Context: an optimization exercise on an open-source flow, tuned for small area. The choices shown serve that exercise and are no tape-out recipe.
The RTL was checked by simulation tests, not by an equivalence proof against the original design.
Power is estimated from default activity; no workload was simulated.

Setup of red:
==> flow/design.v (excerpt) <==
module uart_telemetry (
    input  logic        clk,
    input  logic        rst,
    input  logic [7:0]  tx_data,
    input  logic        tx_fifo_empty,
    output logic        tx_fifo_read,
    output logic        tx,
    output logic        tx_busy,
    input  logic        rx,
    output logic [7:0]  rx_data,
    output logic        rx_busy,
    output logic [31:0] score,
    output logic        score_valid
);
Size: roughly 310 cells after synthesis, roughly 110 flip-flops, about 57 I/O pins.
==> flow/config.mk <==
export PLATFORM = sky130hd
export DESIGN_NAME = uart_telemetry
export DESIGN_NICKNAME = uart_telemetry
export VERILOG_FILES = /design/flow/design.v
export SDC_FILE = /design/flow/constraint.sdc
export NUM_CORES = 4
export LEC_CHECK = 0
export CAP_MARGIN = 20
export CORE_MARGIN = 2
export CORE_UTILIZATION = 40
export CTS_BUF_LIST = sky130_fd_sc_hd__clkbuf_8
export SLEW_MARGIN = 20
==> flow/constraint.sdc <==
create_clock -name core_clock -period 20.0 [get_ports {clk}]
set_input_delay 4.0000 -clock core_clock [delete_from_list [all_inputs] [get_ports {clk}]]
set_output_delay 4.0000 -clock core_clock [all_outputs]
set_load 0.01 [all_outputs]
standard.sh (not shown) runs the stock make flow with config.mk's settings and CLKGATE_MAP_FILE= SYNTH_SCRIPT=/design/flow/synth_recipe.tcl, a recipe that flattens the netlist after the stock synthesis.
==> flow/flow/run.sh <==
#!/bin/bash
# The standard layout (standard.sh) with these changes to how it is made:
#  - synthesis maps logic with an area-oriented abc script (area.abc) instead of
#    the speed script, and without the separate adder mapping step; register
#    mapping and naming are the standard synthesis's (synth_wrap.tcl);
#  - the port buffers inserted in global placement use the smallest buffer cell;
#  - clock tree synthesis adds no dummy loads to balance the leaf nets.
# The whole make output goes to standard_flow.log; each step logs under orfs/logs.
set -euo pipefail
here=$(pwd)
std_synth=$(grep -o 'SYNTH_SCRIPT=[^ ]*' standard.sh | head -1 | cut -d= -f2)
export FLOW_SYNTH_TCL="$std_synth"
export UART_ABC_SCRIPT="$here/flow/area.abc"
export BUFFER_PORTS_ARGS="-buffer_cell sky130_fd_sc_hd__buf_1"
export CTS_ARGS="-sink_clustering_enable -repair_clock_nets -buf_list sky130_fd_sc_hd__clkbuf_8 -dont_use_dummy_load"
bash standard.sh SYNTH_SCRIPT="$here/flow/synth_wrap.tcl" ADDER_MAP_FILE= finish > standard_flow.log 2>&1
==> flow/flow/area.abc <==
&get -n
&st
&dch -f
&if -K 6 -a
&mfs
&st
&dch -f -x
&nf -R 2000 -E 0
&put
==> flow/flow/synth_wrap.tcl <==
# The standard synthesis script (FLOW_SYNTH_TCL, the standard flow's own), except that
# abc maps the logic with the area-oriented script in UART_ABC_SCRIPT.
# Registers are mapped before abc runs, so they are the standard synthesis's.
proc abc {args} {
  set i [lsearch -exact $args -script]
  if {$i >= 0} {
    set args [lreplace $args [expr {$i + 1}] [expr {$i + 1}] $::env(UART_ABC_SCRIPT)]
  }
  yosys abc {*}$args
}
source $::env(FLOW_SYNTH_TCL)
What blue does differently from red at the input level:
Settings: swapping 20 for 0 in SLEW_MARGIN; swapping 20 for 0 in CAP_MARGIN; swapping 40 for 65 in CORE_UTILIZATION.
## What came out
red completed end to end with timing, DRC and antenna clean.
blue completed; timing, DRC and antenna clean
Relative to red, depth of the worst register-to-register path increased by 1 in blue.
Via count, red and blue: larger value in red
Max core utilization across red and blue: blue
On worst setup slack, the higher figure sits with blue, not red.
blue against red: final area went down 100 um2, number of design-rule violations left by the first detailed-router iteration went up by 16%, source-to-sink clock delay at the later pin of the worst-skew pair level.
Input changes introduced in green (baseline for comparison: blue):
Settings: swapping 65 for 40 in CORE_UTILIZATION; swapping 0 for 20 in CAP_MARGIN; swapping 0 for 20 in SLEW_MARGIN.
diff --git a/flow/flow/run.sh b/flow/flow/run.sh
--- a/flow/flow/run.sh
+++ b/flow/flow/run.sh
@@ -13,4 +13,4 @@
 export UART_ABC_SCRIPT="$here/flow/area.abc"
 export BUFFER_PORTS_ARGS="-buffer_cell sky130_fd_sc_hd__buf_1"
-export CTS_ARGS="-sink_clustering_enable -repair_clock_nets -buf_list sky130_fd_sc_hd__clkbuf_8 -dont_use_dummy_load"
+export CTS_ARGS="-sink_clustering_enable -repair_clock_nets -buf_list sky130_fd_sc_hd__clkbuf_8 -dont_use_dummy_load -sink_clustering_size 30 -sink_clustering_max_diameter 200"
 bash standard.sh SYNTH_SCRIPT="$here/flow/synth_wrap.tcl" ADDER_MAP_FILE= finish > standard_flow.log 2>&1
==> flow/flow/area.abc <==
&get -n
&st
&dch -f
&nf -R 1000
&put
Results
Compared with blue, green shows a higher combinational cell fraction of total power.
Via count of the first global-routing pass is higher on blue
The run showing the smaller worst hold slack is green.
blue → green: clock power held steady, total power consumption of the routed design grew by about 44%.
The following lists how orange was set up differently from green:
diff --git a/flow/flow/run.sh b/flow/flow/run.sh
--- a/flow/flow/run.sh
+++ b/flow/flow/run.sh
@@ -13,4 +13,4 @@
 export UART_ABC_SCRIPT="$here/flow/area.abc"
 export BUFFER_PORTS_ARGS="-buffer_cell sky130_fd_sc_hd__buf_1"
-export CTS_ARGS="-sink_clustering_enable -repair_clock_nets -buf_list sky130_fd_sc_hd__clkbuf_8 -dont_use_dummy_load -sink_clustering_size 30 -sink_clustering_max_diameter 200"
-bash standard.sh SYNTH_SCRIPT="$here/flow/synth_wrap.tcl" ADDER_MAP_FILE= finish > standard_flow.log 2>&1
+export CTS_ARGS="-sink_clustering_enable -repair_clock_nets -buf_list sky130_fd_sc_hd__clkbuf_8 -dont_use_dummy_load"
+bash standard.sh SYNTH_SCRIPT="$here/flow/synth_wrap.tcl" ADDER_MAP_FILE= SKIP_REPAIR_TIE_FANOUT=1 finish > standard_flow.log 2>&1
==> flow/flow/area.abc <==
&get -n
&st
&dch -f
&if -K 6 -a
&mfs
&st
&dch -f -x
&nf -R 2000 -E 0
&put
--- outcome ---
- Lower share of the yosys chip area belonging to registers was reported by green, not orange.
- In the metrics for orange and green, the one carrying the lower synthesis-to-layout area growth is orange.
- Of orange and green, orange shows the higher share of cell area taken by flip-flops and latches, with green below it.
- Register-to-register slack essentially unchanged between green and orange.
- As far as final setup violation count goes, orange and green are indistinguishable; the numbers are identical.
- orange — detailed-route via count about 4.7% lower, green as reference
- Summary of orange over green: first-pass GRT wire length increased by 150 um relative to the old numbers; worst setup slack picked up an extra 26 ps; multi-input combinational area share went down by 0.84 points.

==> static timing again, ports no longer ideal <==
The results above use ideal ports. As a check the final layouts listed here were re-extracted and re-timed, cells and wires unchanged.
Step 1 (the two cells are an assumption about what drives the block):
set clk [get_ports {clk}]
set_driving_cell -lib_cell sky130_fd_sc_hd__clkbuf_16 $clk
set_driving_cell -lib_cell sky130_fd_sc_hd__buf_2 [delete_from_list [all_inputs] $clk]
Step 2, shift: input delay + t, output delay - t, t = (earliest + latest rising clock arrival at the registers) / 2. This alone moves slack from input paths to output paths.
a / b / c = no drivers / after step 1 / after step 2; a / b = the first two.
run | t, ns | setup slack, ns | cell pins on the clock port's net
red | 0.379 | 11.090 / 11.070 / 11.070 | 1
blue | 0.374 | 11.181 / 11.163 / 11.163 | 1
green | 0.383 | 11.107 / 11.087 / 11.087 | 1
orange | 0.376 | 11.133 / 11.114 / 11.114 | 1
After both steps every run listed still meets setup and hold.
